Background: an optimization exercise with open tools, aiming at small area and a short achievable clock period. Do not read the settings as production practice. Function not checked in this run: the RTL went through the layout flow alone.

--- design/flow/config.mk ---
export PLATFORM = sky130hd
export DESIGN_NAME = square_extractor
export DESIGN_NICKNAME = square_extractor
export VERILOG_FILES = /design/flow/design.v
export SDC_FILE = /design/flow/constraint.sdc
export NUM_CORES = 8
export LEC_CHECK = 0
export ABC_AREA = 1
export CAP_MARGIN = 20
export CORE_MARGIN = 2
export CORE_UTILIZATION = 40
export SETUP_SLACK_MARGIN = 3
export SLEW_MARGIN = 20
--- design/flow/constraint.sdc ---
create_clock -name core_clock -period 5.5 [get_ports {clk}]
set_input_delay 1.1000 -clock core_clock [delete_from_list [all_inputs] [get_ports {clk}]]
set_output_delay 1.1000 -clock core_clock [all_outputs]
set_load 0.01 [all_outputs]
--- design/flow/design.v ---
module square_cell #(
	parameter J = 1
)(
	input  [J:0]   r,      
	input  [J-1:0] qn,     
	input  [1:0]   b,      
	output [J+1:0] nr,
	output [J:0]   nqn
);
	wire [J+2:0] d = {r, b} + {1'b1, qn, 2'b11};
	wire ge = ~d[J+2];
	assign nqn = {qn, ~ge};
	assign nr = ge ? d[J+1:0] : {r[J-1:0], b};
endmodule
module square_extractor #(
	parameter WIDTH = 32
)(
	input clk,     
	input rst_n,   
	input din_valid,
	input [2 * WIDTH - 1:0]radicand,
	output dout_valid,
	output [WIDTH - 1:0]dout,
	output [2 * WIDTH - 1:0]remainder
);
	wire [0:0] qn1;
	wire [1:0] r1;
	assign qn1 = ~(|radicand[63:62]);
	assign r1 = {radicand[63] & radicand[62], radicand[63] & ~radicand[62]};
	wire [61:0] x1 = radicand[61:0];
	wire [0:0] qn1_in = qn1;
	wire [1:0] r1_in = r1;
	wire [61:0] x1_in = x1;
	wire [1:0] qn2;
	wire [2:0] r2;
	square_cell #(.J(1)) u_row1 (.r(r1_in), .qn(qn1_in), .b(x1_in[61:60]), .nr(r2), .nqn(qn2));
	wire [59:0] x2 = x1_in[59:0];
	reg v_s0;
	reg [1:0] qn_s0;
	reg [2:0] r_s0;
	reg [59:0] x_s0;
	always @(posedge clk or negedge rst_n)
		if (!rst_n) v_s0 <= 1'b0;
		else v_s0 <= din_valid;
	always @(posedge clk) begin qn_s0 <= qn2; r_s0 <= r2; x_s0 <= x2; end
	wire [1:0] qn2_in = qn_s0;
	wire [2:0] r2_in = r_s0;
	wire [59:0] x2_in = x_s0;
	wire [2:0] qn3;
	wire [3:0] r3;
	square_cell #(.J(2)) u_row2 (.r(r2_in), .qn(qn2_in), .b(x2_in[59:58]), .nr(r3), .nqn(qn3));
	wire [57:0] x3 = x2_in[57:0];
	wire [2:0] qn3_in = qn3;
	wire [3:0] r3_in = r3;
	wire [57:0] x3_in = x3;
	wire [3:0] qn4;
	wire [4:0] r4;
	square_cell #(.J(3)) u_row3 (.r(r3_in), .qn(qn3_in), .b(x3_in[57:56]), .nr(r4), .nqn(qn4));
	wire [55:0] x4 = x3_in[55:0];
	reg v_s1;
	reg [3:0] qn_s1;
	reg [4:0] r_s1;
	reg [55:0] x_s1;
	always @(posedge clk or negedge rst_n)
		if (!rst_n) v_s1 <= 1'b0;
		else v_s1 <= v_s0;
	always @(posedge clk) begin qn_s1 <= qn4; r_s1 <= r4; x_s1 <= x4; end
	wire [3:0] qn4_in = qn_s1;
	wire [4:0] r4_in = r_s1;
	wire [55:0] x4_in = x_s1;
	wire [4:0] qn5;
	wire [5:0] r5;
	square_cell #(.J(4)) u_row4 (.r(r4_in), .qn(qn4_in), .b(x4_in[55:54]), .nr(r5), .nqn(qn5));
	wire [53:0] x5 = x4_in[53:0];
	wire [4:0] qn5_in = qn5;
	wire [5:0] r5_in = r5;
	wire [53:0] x5_in = x5;
	wire [5:0] qn6;
	wire [6:0] r6;
	square_cell #(.J(5)) u_row5 (.r(r5_in), .qn(qn5_in), .b(x5_in[53:52]), .nr(r6), .nqn(qn6));
	wire [51:0] x6 = x5_in[51:0];
	reg v_s2;
	reg [5:0] qn_s2;
	reg [6:0] r_s2;
	reg [51:0] x_s2;
	always @(posedge clk or negedge rst_n)
		if (!rst_n) v_s2 <= 1'b0;
		else v_s2 <= v_s1;
	always @(posedge clk) begin qn_s2 <= qn6; r_s2 <= r6; x_s2 <= x6; end
	wire [5:0] qn6_in = qn_s2;
	wire [6:0] r6_in = r_s2;
	wire [51:0] x6_in = x_s2;
	wire [6:0] qn7;
	wire [7:0] r7;
	square_cell #(.J(6)) u_row6 (.r(r6_in), .qn(qn6_in), .b(x6_in[51:50]), .nr(r7), .nqn(qn7));
	wire [49:0] x7 = x6_in[49:0];
	wire [6:0] qn7_in = qn7;
	wire [7:0] r7_in = r7;
	wire [49:0] x7_in = x7;
	wire [7:0] qn8;
	wire [8:0] r8;
	square_cell #(.J(7)) u_row7 (.r(r7_in), .qn(qn7_in), .b(x7_in[49:48]), .nr(r8), .nqn(qn8));
	wire [47:0] x8 = x7_in[47:0];
	reg v_s3;
	reg [7:0] qn_s3;
	reg [8:0] r_s3;
	reg [47:0] x_s3;
	always @(posedge clk or negedge rst_n)
		if (!rst_n) v_s3 <= 1'b0;
		else v_s3 <= v_s2;
	always @(posedge clk) begin qn_s3 <= qn8; r_s3 <= r8; x_s3 <= x8; end
	wire [7:0] qn8_in = qn_s3;
	wire [8:0] r8_in = r_s3;
	wire [47:0] x8_in = x_s3;
	wire [8:0] qn9;
	wire [9:0] r9;
	square_cell #(.J(8)) u_row8 (.r(r8_in), .qn(qn8_in), .b(x8_in[47:46]), .nr(r9), .nqn(qn9));
	wire [45:0] x9 = x8_in[45:0];
	wire [8:0] qn9_in = qn9;
	wire [9:0] r9_in = r9;
	wire [45:0] x9_in = x9;
	wire [9:0] qn10;
	wire [10:0] r10;
	square_cell #(.J(9)) u_row9 (.r(r9_in), .qn(qn9_in), .b(x9_in[45:44]), .nr(r10), .nqn(qn10));
	wire [43:0] x10 = x9_in[43:0];
	reg v_s4;
	reg [9:0] qn_s4;
	reg [10:0] r_s4;
	reg [43:0] x_s4;
	always @(posedge clk or negedge rst_n)
		if (!rst_n) v_s4 <= 1'b0;
		else v_s4 <= v_s3;
	always @(posedge clk) begin qn_s4 <= qn10; r_s4 <= r10; x_s4 <= x10; end
	wire [9:0] qn10_in = qn_s4;
	wire [10:0] r10_in = r_s4;
	wire [43:0] x10_in = x_s4;
	wire [10:0] qn11;
	wire [11:0] r11;
	square_cell #(.J(10)) u_row10 (.r(r10_in), .qn(qn10_in), .b(x10_in[43:42]), .nr(r11), .nqn(qn11));
	wire [41:0] x11 = x10_in[41:0];
	wire [10:0] qn11_in = qn11;
	wire [11:0] r11_in = r11;
	wire [41:0] x11_in = x11;
	wire [11:0] qn12;
	wire [12:0] r12;
	square_cell #(.J(11)) u_row11 (.r(r11_in), .qn(qn11_in), .b(x11_in[41:40]), .nr(r12), .nqn(qn12));
	wire [39:0] x12 = x11_in[39:0];
	reg v_s5;
	reg [11:0] qn_s5;
	reg [12:0] r_s5;
	reg [39:0] x_s5;
	always @(posedge clk or negedge rst_n)
		if (!rst_n) v_s5 <= 1'b0;
		else v_s5 <= v_s4;
	always @(posedge clk) begin qn_s5 <= qn12; r_s5 <= r12; x_s5 <= x12; end
	wire [11:0] qn12_in = qn_s5;
	wire [12:0] r12_in = r_s5;
	wire [39:0] x12_in = x_s5;
	wire [12:0] qn13;
	wire [13:0] r13;
	square_cell #(.J(12)) u_row12 (.r(r12_in), .qn(qn12_in), .b(x12_in[39:38]), .nr(r13), .nqn(qn13));
	wire [37:0] x13 = x12_in[37:0];
	wire [12:0] qn13_in = qn13;
	wire [13:0] r13_in = r13;
	wire [37:0] x13_in = x13;
	wire [13:0] qn14;
	wire [14:0] r14;
	square_cell #(.J(13)) u_row13 (.r(r13_in), .qn(qn13_in), .b(x13_in[37:36]), .nr(r14), .nqn(qn14));
	wire [35:0] x14 = x13_in[35:0];
	reg v_s6;
	reg [13:0] qn_s6;
	reg [14:0] r_s6;
	reg [35:0] x_s6;
	always @(posedge clk or negedge rst_n)
		if (!rst_n) v_s6 <= 1'b0;
		else v_s6 <= v_s5;
	always @(posedge clk) begin qn_s6 <= qn14; r_s6 <= r14; x_s6 <= x14; end
	wire [13:0] qn14_in = qn_s6;
	wire [14:0] r14_in = r_s6;
	wire [35:0] x14_in = x_s6;
	wire [14:0] qn15;
	wire [15:0] r15;
	square_cell #(.J(14)) u_row14 (.r(r14_in), .qn(qn14_in), .b(x14_in[35:34]), .nr(r15), .nqn(qn15));
	wire [33:0] x15 = x14_in[33:0];
	wire [14:0] qn15_in = qn15;
	wire [15:0] r15_in = r15;
	wire [33:0] x15_in = x15;
	wire [15:0] qn16;
	wire [16:0] r16;
	square_cell #(.J(15)) u_row15 (.r(r15_in), .qn(qn15_in), .b(x15_in[33:32]), .nr(r16), .nqn(qn16));
	wire [31:0] x16 = x15_in[31:0];
	reg v_s7;
	reg [15:0] qn_s7;
	reg [16:0] r_s7;
	reg [31:0] x_s7;
	always @(posedge clk or negedge rst_n)
		if (!rst_n) v_s7 <= 1'b0;
		else v_s7 <= v_s6;
	always @(posedge clk) begin qn_s7 <= qn16; r_s7 <= r16; x_s7 <= x16; end
	wire [15:0] qn16_in = qn_s7;
	wire [16:0] r16_in = r_s7;
	wire [31:0] x16_in = x_s7;
	wire [16:0] qn17;
	wire [17:0] r17;
	square_cell #(.J(16)) u_row16 (.r(r16_in), .qn(qn16_in), .b(x16_in[31:30]), .nr(r17), .nqn(qn17));
	wire [29:0] x17 = x16_in[29:0];
	reg v_s8;
	reg [16:0] qn_s8;
	reg [17:0] r_s8;
	reg [29:0] x_s8;
	always @(posedge clk or negedge rst_n)
		if (!rst_n) v_s8 <= 1'b0;
		else v_s8 <= v_s7;
	always @(posedge clk) begin qn_s8 <= qn17; r_s8 <= r17; x_s8 <= x17; end
	wire [16:0] qn17_in = qn_s8;
	wire [17:0] r17_in = r_s8;
	wire [29:0] x17_in = x_s8;
	wire [17:0] qn18;
	wire [18:0] r18;
	square_cell #(.J(17)) u_row17 (.r(r17_in), .qn(qn17_in), .b(x17_in[29:28]), .nr(r18), .nqn(qn18));
	wire [27:0] x18 = x17_in[27:0];
	reg v_s9;
	reg [17:0] qn_s9;
	reg [18:0] r_s9;
	reg [27:0] x_s9;
	always @(posedge clk or negedge rst_n)
		if (!rst_n) v_s9 <= 1'b0;
		else v_s9 <= v_s8;
	always @(posedge clk) begin qn_s9 <= qn18; r_s9 <= r18; x_s9 <= x18; end
	wire [17:0] qn18_in = qn_s9;
	wire [18:0] r18_in = r_s9;
	wire [27:0] x18_in = x_s9;
	wire [18:0] qn19;
	wire [19:0] r19;
	square_cell #(.J(18)) u_row18 (.r(r18_in), .qn(qn18_in), .b(x18_in[27:26]), .nr(r19), .nqn(qn19));
	wire [25:0] x19 = x18_in[25:0];
	reg v_s10;
	reg [18:0] qn_s10;
	reg [19:0] r_s10;
	reg [25:0] x_s10;
	always @(posedge clk or negedge rst_n)
		if (!rst_n) v_s10 <= 1'b0;
		else v_s10 <= v_s9;
	always @(posedge clk) begin qn_s10 <= qn19; r_s10 <= r19; x_s10 <= x19; end
	wire [18:0] qn19_in = qn_s10;
	wire [19:0] r19_in = r_s10;
	wire [25:0] x19_in = x_s10;
	wire [19:0] qn20;
	wire [20:0] r20;
	square_cell #(.J(19)) u_row19 (.r(r19_in), .qn(qn19_in), .b(x19_in[25:24]), .nr(r20), .nqn(qn20));
	wire [23:0] x20 = x19_in[23:0];
	reg v_s11;
	reg [19:0] qn_s11;
	reg [20:0] r_s11;
	reg [23:0] x_s11;
	always @(posedge clk or negedge rst_n)
		if (!rst_n) v_s11 <= 1'b0;
		else v_s11 <= v_s10;
	always @(posedge clk) begin qn_s11 <= qn20; r_s11 <= r20; x_s11 <= x20; end
	wire [19:0] qn20_in = qn_s11;
	wire [20:0] r20_in = r_s11;
	wire [23:0] x20_in = x_s11;
	wire [20:0] qn21;
	wire [21:0] r21;
	square_cell #(.J(20)) u_row20 (.r(r20_in), .qn(qn20_in), .b(x20_in[23:22]), .nr(r21), .nqn(qn21));
	wire [21:0] x21 = x20_in[21:0];
	reg v_s12;
	reg [20:0] qn_s12;
	reg [21:0] r_s12;
	reg [21:0] x_s12;
	always @(posedge clk or negedge rst_n)
		if (!rst_n) v_s12 <= 1'b0;
		else v_s12 <= v_s11;
	always @(posedge clk) begin qn_s12 <= qn21; r_s12 <= r21; x_s12 <= x21; end
	wire [20:0] qn21_in = qn_s12;
	wire [21:0] r21_in = r_s12;
	wire [21:0] x21_in = x_s12;
	wire [21:0] qn22;
	wire [22:0] r22;
	square_cell #(.J(21)) u_row21 (.r(r21_in), .qn(qn21_in), .b(x21_in[21:20]), .nr(r22), .nqn(qn22));
	wire [19:0] x22 = x21_in[19:0];
	reg v_s13;
	reg [21:0] qn_s13;
	reg [22:0] r_s13;
	reg [19:0] x_s13;
	always @(posedge clk or negedge rst_n)
		if (!rst_n) v_s13 <= 1'b0;
		else v_s13 <= v_s12;
	always @(posedge clk) begin qn_s13 <= qn22; r_s13 <= r22; x_s13 <= x22; end
	wire [21:0] qn22_in = qn_s13;
	wire [22:0] r22_in = r_s13;
	wire [19:0] x22_in = x_s13;
	wire [22:0] qn23;
	wire [23:0] r23;
	square_cell #(.J(22)) u_row22 (.r(r22_in), .qn(qn22_in), .b(x22_in[19:18]), .nr(r23), .nqn(qn23));
	wire [17:0] x23 = x22_in[17:0];
	reg v_s14;
	reg [22:0] qn_s14;
	reg [23:0] r_s14;
	reg [17:0] x_s14;
	always @(posedge clk or negedge rst_n)
		if (!rst_n) v_s14 <= 1'b0;
		else v_s14 <= v_s13;
	always @(posedge clk) begin qn_s14 <= qn23; r_s14 <= r23; x_s14 <= x23; end
	wire [22:0] qn23_in = qn_s14;
	wire [23:0] r23_in = r_s14;
	wire [17:0] x23_in = x_s14;
	wire [23:0] qn24;
	wire [24:0] r24;
	square_cell #(.J(23)) u_row23 (.r(r23_in), .qn(qn23_in), .b(x23_in[17:16]), .nr(r24), .nqn(qn24));
	wire [15:0] x24 = x23_in[15:0];
	reg v_s15;
	reg [23:0] qn_s15;
	reg [24:0] r_s15;
	reg [15:0] x_s15;
	always @(posedge clk or negedge rst_n)
		if (!rst_n) v_s15 <= 1'b0;
		else v_s15 <= v_s14;
	always @(posedge clk) begin qn_s15 <= qn24; r_s15 <= r24; x_s15 <= x24; end
	wire [23:0] qn24_in = qn_s15;
	wire [24:0] r24_in = r_s15;
	wire [15:0] x24_in = x_s15;
	wire [24:0] qn25;
	wire [25:0] r25;
	square_cell #(.J(24)) u_row24 (.r(r24_in), .qn(qn24_in), .b(x24_in[15:14]), .nr(r25), .nqn(qn25));
	wire [13:0] x25 = x24_in[13:0];
	reg v_s16;
	reg [24:0] qn_s16;
	reg [25:0] r_s16;
	reg [13:0] x_s16;
	always @(posedge clk or negedge rst_n)
		if (!rst_n) v_s16 <= 1'b0;
		else v_s16 <= v_s15;
	always @(posedge clk) begin qn_s16 <= qn25; r_s16 <= r25; x_s16 <= x25; end
	wire [24:0] qn25_in = qn_s16;
	wire [25:0] r25_in = r_s16;
	wire [13:0] x25_in = x_s16;
	wire [25:0] qn26;
	wire [26:0] r26;
	square_cell #(.J(25)) u_row25 (.r(r25_in), .qn(qn25_in), .b(x25_in[13:12]), .nr(r26), .nqn(qn26));
	wire [11:0] x26 = x25_in[11:0];
	reg v_s17;
	reg [25:0] qn_s17;
	reg [26:0] r_s17;
	reg [11:0] x_s17;
	always @(posedge clk or negedge rst_n)
		if (!rst_n) v_s17 <= 1'b0;
		else v_s17 <= v_s16;
	always @(posedge clk) begin qn_s17 <= qn26; r_s17 <= r26; x_s17 <= x26; end
	wire [25:0] qn26_in = qn_s17;
	wire [26:0] r26_in = r_s17;
	wire [11:0] x26_in = x_s17;
	wire [26:0] qn27;
	wire [27:0] r27;
	square_cell #(.J(26)) u_row26 (.r(r26_in), .qn(qn26_in), .b(x26_in[11:10]), .nr(r27), .nqn(qn27));
	wire [9:0] x27 = x26_in[9:0];
	reg v_s18;
	reg [26:0] qn_s18;
	reg [27:0] r_s18;
	reg [9:0] x_s18;
	always @(posedge clk or negedge rst_n)
		if (!rst_n) v_s18 <= 1'b0;
		else v_s18 <= v_s17;
	always @(posedge clk) begin qn_s18 <= qn27; r_s18 <= r27; x_s18 <= x27; end
	wire [26:0] qn27_in = qn_s18;
	wire [27:0] r27_in = r_s18;
	wire [9:0] x27_in = x_s18;
	wire [27:0] qn28;
	wire [28:0] r28;
	square_cell #(.J(27)) u_row27 (.r(r27_in), .qn(qn27_in), .b(x27_in[9:8]), .nr(r28), .nqn(qn28));
	wire [7:0] x28 = x27_in[7:0];
	reg v_s19;
	reg [27:0] qn_s19;
	reg [28:0] r_s19;
	reg [7:0] x_s19;
	always @(posedge clk or negedge rst_n)
		if (!rst_n) v_s19 <= 1'b0;
		else v_s19 <= v_s18;
	always @(posedge clk) begin qn_s19 <= qn28; r_s19 <= r28; x_s19 <= x28; end
	wire [27:0] qn28_in = qn_s19;
	wire [28:0] r28_in = r_s19;
	wire [7:0] x28_in = x_s19;
	wire [28:0] qn29;
	wire [29:0] r29;
	square_cell #(.J(28)) u_row28 (.r(r28_in), .qn(qn28_in), .b(x28_in[7:6]), .nr(r29), .nqn(qn29));
	wire [5:0] x29 = x28_in[5:0];
	reg v_s20;
	reg [28:0] qn_s20;
	reg [29:0] r_s20;
	reg [5:0] x_s20;
	always @(posedge clk or negedge rst_n)
		if (!rst_n) v_s20 <= 1'b0;
		else v_s20 <= v_s19;
	always @(posedge clk) begin qn_s20 <= qn29; r_s20 <= r29; x_s20 <= x29; end
	wire [28:0] qn29_in = qn_s20;
	wire [29:0] r29_in = r_s20;
	wire [5:0] x29_in = x_s20;
	wire [29:0] qn30;
	wire [30:0] r30;
	square_cell #(.J(29)) u_row29 (.r(r29_in), .qn(qn29_in), .b(x29_in[5:4]), .nr(r30), .nqn(qn30));
	wire [3:0] x30 = x29_in[3:0];
	reg v_s21;
	reg [29:0] qn_s21;
	reg [30:0] r_s21;
	reg [3:0] x_s21;
	always @(posedge clk or negedge rst_n)
		if (!rst_n) v_s21 <= 1'b0;
		else v_s21 <= v_s20;
	always @(posedge clk) begin qn_s21 <= qn30; r_s21 <= r30; x_s21 <= x30; end
	wire [29:0] qn30_in = qn_s21;
	wire [30:0] r30_in = r_s21;
	wire [3:0] x30_in = x_s21;
	wire [30:0] qn31;
	wire [31:0] r31;
	square_cell #(.J(30)) u_row30 (.r(r30_in), .qn(qn30_in), .b(x30_in[3:2]), .nr(r31), .nqn(qn31));
	wire [1:0] x31 = x30_in[1:0];
	reg v_s22;
	reg [30:0] qn_s22;
	reg [31:0] r_s22;
	reg [1:0] x_s22;
	always @(posedge clk or negedge rst_n)
		if (!rst_n) v_s22 <= 1'b0;
		else v_s22 <= v_s21;
	always @(posedge clk) begin qn_s22 <= qn31; r_s22 <= r31; x_s22 <= x31; end
	wire [30:0] qn31_in = qn_s22;
	wire [31:0] r31_in = r_s22;
	wire [1:0] x31_in = x_s22;
	wire [31:0] qn32;
	wire [32:0] r32;
	square_cell #(.J(31)) u_row31 (.r(r31_in), .qn(qn31_in), .b(x31_in[1:0]), .nr(r32), .nqn(qn32));
	reg v_s23;
	reg [31:0] qn_s23;
	reg [32:0] r_s23;
	always @(posedge clk or negedge rst_n)
		if (!rst_n) v_s23 <= 1'b0;
		else v_s23 <= v_s22;
	always @(posedge clk) begin qn_s23 <= qn32; r_s23 <= r32; end
	wire [31:0] qn32_in = qn_s23;
	wire [32:0] r32_in = r_s23;
	assign dout_valid = v_s23;
	assign dout = ~qn32_in;
	assign remainder = {31'b0, r32_in};
endmodule
--- design/flow/run.sh ---
#!/bin/bash
# synth_recipe.tcl (not shown) runs the flow's synth.tcl, then flattens the netlist and writes it again
# the make line also repeats each setting of config.mk as NAME=value (left out here)
make -C /OpenROAD-flow-scripts/flow DESIGN_CONFIG=/design/flow/config.mk WORK_HOME=/design/flow/orfs CLKGATE_MAP_FILE= SYNTH_SCRIPT=/design/flow/synth_recipe.tcl finish
==> run_summary.xml <==
<?xml version="1.0" encoding="UTF-8"?>
<metrics>
  <group name="sta">
    <metric name="post-route-period-util" unit="%">63.7</metric>
    <metric name="fmax" unit="MHz">285</metric>
    <metric name="slew_viol_final" unit="">0</metric>
    <metric name="final.setup.tns" unit="ns">0</metric>
    <metric name="clock_skew" unit="ns">0.0254</metric>
    <metric name="hold_viol_final" unit="">0</metric>
    <metric name="period_minus_slack" unit="ns">3.51</metric>
    <metric name="final-setup-viol-count" unit="">0</metric>
    <metric name="max_slew.worst_pin.slew" unit="ns">0.752</metric>
    <metric name="setup_repair_after_global_routing_missed_its_margin" unit="">true</metric>
    <metric name="relSlewSlack" unit="%">49.5</metric>
    <metric name="final_critical_path_setup_slack" unit="ns">1.99</metric>
  </group>
  <group name="worst_setup_path">
    <metric name="critical_path.endpoint_type" unit="">register</metric>
    <metric name="worst-endpoint-required" unit="ns">6.20</metric>
    <metric name="timing_worst_setup_path_type" unit="">reg -&gt; reg</metric>
    <metric name="startpoint" unit="">qn_s5[0]</metric>
    <metric name="regToRegStartpoint" unit="">qn_s5[0]</metric>
    <metric name="crit_family" unit="">buffers and inverters</metric>
    <metric name="worst_ep_arrival_time" unit="ns">4.21</metric>
    <metric name="critPathMaxFanout" unit="">7</metric>
    <metric name="path_buf_inv" unit="">13</metric>
    <metric name="critical-path-max-stage-delay" unit="ns">0.34</metric>
    <metric name="critical_path.startpoint_type" unit="">register</metric>
    <metric name="timing.critical_path.slowest_stage_cell" unit="">sky130_fd_sc_hd__dfxtp_2</metric>
    <metric name="critical_path.most_common_cell" unit="">sky130_fd_sc_hd__buf_4</metric>
  </group>
  <group name="clock_tree">
    <metric name="worst_skew_pair.late_latency" unit="ns">0.81</metric>
    <metric name="clock_tree.htree_level_count" unit="">4</metric>
    <metric name="cts_tree" unit="">yes</metric>
    <metric name="clock_sink_count" unit="">1584</metric>
    <metric name="cts-buffers-inserted" unit="">169</metric>
    <metric name="clock_tree.buffer_depth" unit="">3</metric>
    <metric name="cts.clk_slew.worst_paths" unit="ns">0.07</metric>
    <metric name="clk_tree_root_cell" unit="">sky130_fd_sc_hd__clkbuf_16</metric>
  </group>
  <group name="floorplanning">
    <metric name="die_h" unit="µm">405</metric>
    <metric name="core.rowCount" unit="">147</metric>
    <metric name="fp.dieArea" unit="µm²">164000</metric>
    <metric name="start_util" unit="%">40.2</metric>
    <metric name="ioPinCount" unit="">164</metric>
    <metric name="fp.dieW" unit="µm">405</metric>
    <metric name="floorplan.core_area" unit="µm²">160000</metric>
  </group>
  <group name="place">
    <metric name="placed_area" unit="µm²">68500</metric>
    <metric name="placement.setup.worst_slack" unit="ns">1.36</metric>
    <metric name="place.gp.congestion" unit="">0.917</metric>
    <metric name="number_of_port_buffers" unit="">132</metric>
    <metric name="dpl.hpwl" unit="µm">128000</metric>
  </group>
  <group name="drt">
    <metric name="routed_wire_length_per_instance" unit="µm">17.5</metric>
    <metric name="initialDrtViolationCount" unit="">3325</metric>
    <metric name="via_count" unit="">51442</metric>
    <metric name="ant_nets" unit="">0</metric>
    <metric name="detail_route.first_pass.iterations" unit="">6</metric>
    <metric name="final_wirelength" unit="µm">179000</metric>
    <metric name="drc" unit="">0</metric>
    <metric name="via_per_inst" unit="">5.04</metric>
  </group>
  <group name="final_layout">
    <metric name="layout-area-overhead-vs-synth" unit="%">30.2</metric>
    <metric name="final_cell_area" unit="µm²">83700</metric>
    <metric name="post_route_cells_drive_above_1_share" unit="%">22.7</metric>
    <metric name="design.final.nets" unit="">8572</metric>
    <metric name="n_antenna_cell" unit="">0</metric>
  </group>
  <group name="synth">
    <metric name="mappedNetlistArea" unit="µm²">64300</metric>
    <metric name="post_synth_num_cell_types" unit="">55</metric>
    <metric name="syn-instance-count" unit="">7374</metric>
    <metric name="syn-mean-instance-area" unit="µm²">8.71</metric>
    <metric name="postSynth.asyncResetShare" unit="%">1.52</metric>
    <metric name="synth_top_flop_cell" unit="">sky130_fd_sc_hd__dfxtp_1</metric>
    <metric name="synth_edf_count" unit="">0</metric>
    <metric name="synth-seq-area-share" unit="%">49.5</metric>
    <metric name="syn_warnings" unit="">1</metric>
    <metric name="synth_seq_cells" unit="">1584</metric>
  </group>
  <group name="global_route">
    <metric name="globalRouteOverflowTotal" unit="">0</metric>
    <metric name="number_of_antenna_violations_at_the_first_check_in_global_routing" unit="">2</metric>
    <metric name="grt_max_degree" unit="">61</metric>
    <metric name="grt_pass1_vias" unit="">50156</metric>
    <metric name="grt_use_total" unit="%">20.9</metric>
    <metric name="grt_first_pass_wirelength" unit="µm">272000</metric>
  </group>
  <group name="worst_hold_path">
    <metric name="hold_class" unit="">in -&gt; async</metric>
  </group>
  <group name="job">
    <metric name="max_cap_viol_count" unit="">0</metric>
  </group>
  <group name="run_status">
    <metric name="status" unit="">no timing/DRC/antenna violations</metric>
  </group>
</metrics>
## final timing paths
check | cells past startpoint | slack [ns] | endpoint
setup / recovery | 25 | 1.99 | r_s6[8]
hold / removal | 1 | 0.27 | v_s0
setup reg to reg | 25 | 1.99 | r_s6[8]
hold reg to reg | 0 | 0.31 | x_s10[25]
max in group asynchronous | 1 | 4.89 | v_s11
min in group core_clock | 0 | 0.31 | x_s10[25]
## cells in the mapped netlist, types with 3 or more instances
library cell	count	area (µm²)
sky130_fd_sc_hd__a211oi_1	13	97.6
sky130_fd_sc_hd__a21boi_0	19	143
sky130_fd_sc_hd__a21boi_1	4	30.0
sky130_fd_sc_hd__a21o_1	46	345
sky130_fd_sc_hd__a21oi_1	532	2660
sky130_fd_sc_hd__a221oi_1	17	149
sky130_fd_sc_hd__a31o_2	5	43.8
sky130_fd_sc_hd__a31oi_1	61	382
sky130_fd_sc_hd__and2_1	6	37.5
sky130_fd_sc_hd__buf_2	43	215
sky130_fd_sc_hd__buf_4	33	248
sky130_fd_sc_hd__buf_6	4	45.0
sky130_fd_sc_hd__clkbuf_1	39	146
sky130_fd_sc_hd__dfrtp_1	24	601
sky130_fd_sc_hd__dfxtp_1	1560	31200
sky130_fd_sc_hd__ha_1	529	6620
sky130_fd_sc_hd__inv_1	582	2180
sky130_fd_sc_hd__inv_2	17	63.8
sky130_fd_sc_hd__nand2_1	1717	6440
sky130_fd_sc_hd__nand2_2	20	125
sky130_fd_sc_hd__nand3_1	261	1310
sky130_fd_sc_hd__nand3_2	3	30.0
sky130_fd_sc_hd__nand3b_1	19	143
sky130_fd_sc_hd__nand4_1	51	319
sky130_fd_sc_hd__nor2_1	353	1330
sky130_fd_sc_hd__nor3_1	80	400
sky130_fd_sc_hd__nor4_1	27	169
sky130_fd_sc_hd__o2111ai_1	6	52.6
sky130_fd_sc_hd__o211ai_1	16	120
sky130_fd_sc_hd__o21a_1	29	218
sky130_fd_sc_hd__o21ai_0	612	3060
sky130_fd_sc_hd__o21ai_1	69	345
sky130_fd_sc_hd__o21bai_1	59	443
sky130_fd_sc_hd__o311ai_0	3	26.3
sky130_fd_sc_hd__o31ai_1	17	128
sky130_fd_sc_hd__or2_1	5	31.3
sky130_fd_sc_hd__or2_2	7	43.8
sky130_fd_sc_hd__xnor2_1	224	1960
sky130_fd_sc_hd__xor2_1	238	2080
sky130_fd_sc_hd__xor2_2	3	48.8
## kinds of logic after synthesis
| logic type | Yosys count | synth area share, % |
|---|---|---|
| buffers and inverters | 720 | 4.53 |
| XOR/XNOR | 465 | 6.37 |
| adder cells (fa/ha/maj) | 529 | 10.3 |
| flip-flops | 1584 | 49.5 |
| AO/OA/AOI/OAI | 1519 | 13.0 |
| AND/OR/NAND/NOR | 2556 | 16.2 |
| other | 1 | 0.00584 |
## placed cells by master, fill, tap and decap left out, types with 28 or more instances in the layout
master / count
sky130_fd_sc_hd__a21o_1: 46
sky130_fd_sc_hd__a21oi_1: 411
sky130_fd_sc_hd__a21oi_2: 92
sky130_fd_sc_hd__a21oi_4: 29
sky130_fd_sc_hd__a31oi_1: 51
sky130_fd_sc_hd__buf_2: 64
sky130_fd_sc_hd__buf_4: 291
sky130_fd_sc_hd__buf_6: 29
sky130_fd_sc_hd__clkbuf_16: 176
sky130_fd_sc_hd__clkbuf_8: 28
sky130_fd_sc_hd__clkdlybuf4s50_1: 65
sky130_fd_sc_hd__conb_1: 31
sky130_fd_sc_hd__dfxtp_1: 1424
sky130_fd_sc_hd__dfxtp_2: 93
sky130_fd_sc_hd__dfxtp_4: 43
sky130_fd_sc_hd__ha_1: 324
sky130_fd_sc_hd__ha_2: 30
sky130_fd_sc_hd__ha_4: 175
sky130_fd_sc_hd__inv_1: 546
sky130_fd_sc_hd__nand2_1: 1499
sky130_fd_sc_hd__nand2_2: 157
sky130_fd_sc_hd__nand2_4: 69
sky130_fd_sc_hd__nand2_8: 30
sky130_fd_sc_hd__nand3_1: 207
sky130_fd_sc_hd__nand3_2: 41
sky130_fd_sc_hd__nand4_1: 51
sky130_fd_sc_hd__nor2_1: 331
sky130_fd_sc_hd__nor3_1: 58
sky130_fd_sc_hd__o21a_1: 29
sky130_fd_sc_hd__o21ai_0: 341
sky130_fd_sc_hd__o21ai_1: 190
sky130_fd_sc_hd__o21ai_2: 114
sky130_fd_sc_hd__o21ai_4: 38
sky130_fd_sc_hd__o21bai_1: 45
sky130_fd_sc_hd__xnor2_1: 222
sky130_fd_sc_hd__xor2_1: 236
## area by class of cell
type                       count  area (µm²)
clock buffer                 225        4830
fill                       14456       76300
inverter                     599        2540
multi-input combinational   5117       36100
timing repair buffer         475        3980
clock inverter                84        1200
tap                         2086        2610
timing repair inverter        30         313
sequential                  1584       32100
## per-stage QoR
| stage | hold slack [ns] | cells | util, % |
|---|---|---|---|
| finish | 0.266 | 10200 | 52.3 |
| global route | 0.266 | 10200 | 52.3 |
| CTS | 0.307 | 10094 | 49.8 |
| detailed placement | 0.312 | 9506 | 42.8 |
| global placement | 0.310 | 9506 | 42.8 |
| floorplan | 0.310 | 7404 | - |
## sequential cells by signal (all words and copies together), names as in the netlist, 32 cells and up
name    count
x_s3       48
x_s7       32
x_s4       44
x_s1       56
r_s22      32
qn_s23     32
x_s2       52
x_s0       60
r_s23      33
x_s5       40
x_s6       36
## routing by layer
metal / wire, µm / track usage [%] / vias up
li1: - / - / 25902
met1: 82200 / 27.7 / 24031
met2: 83100 / 34.7 / 1196
met3: 8180 / 3.22 / 313
met4: 5320 / 7.14 / 0
met5: 0 / 0 / -
## repair_timing
action | in CTS | in global routing
pin swaps | 253 | 236
hold buffers | 0 | 0
gates cloned | 40 | 10
buffers inserted | 239 | 96
gates resized for setup | 1208 | 667
setup endpoints to repair | 564 | 491

-- what the ideal ports hide --
In the flow no input, the clock included, has a driving cell. The finished layout below was timed again as built, in two steps. Step 1: set_driving_cell puts a clkbuf_16 on clk and a buf_2 on each other input, an assumption about the parent block. Step 2 also shifts input and output timing later by t, the mid clock arrival at the registers, as if the neighbouring blocks saw the same clock. Slacks: no drivers / after step 1 / after step 2; pairs: no drivers / after step 1.
t (ns): 0.875
setup WS [ns]: 1.994 / 1.994 / 1.994
worst setup path after step 2: register to register
cell pins on the clock port's net: 1
After both steps this run still meets setup and hold. For this run, drivers alone change the setup slack by 0.000 ns; drivers and shift together by 0.000 ns.
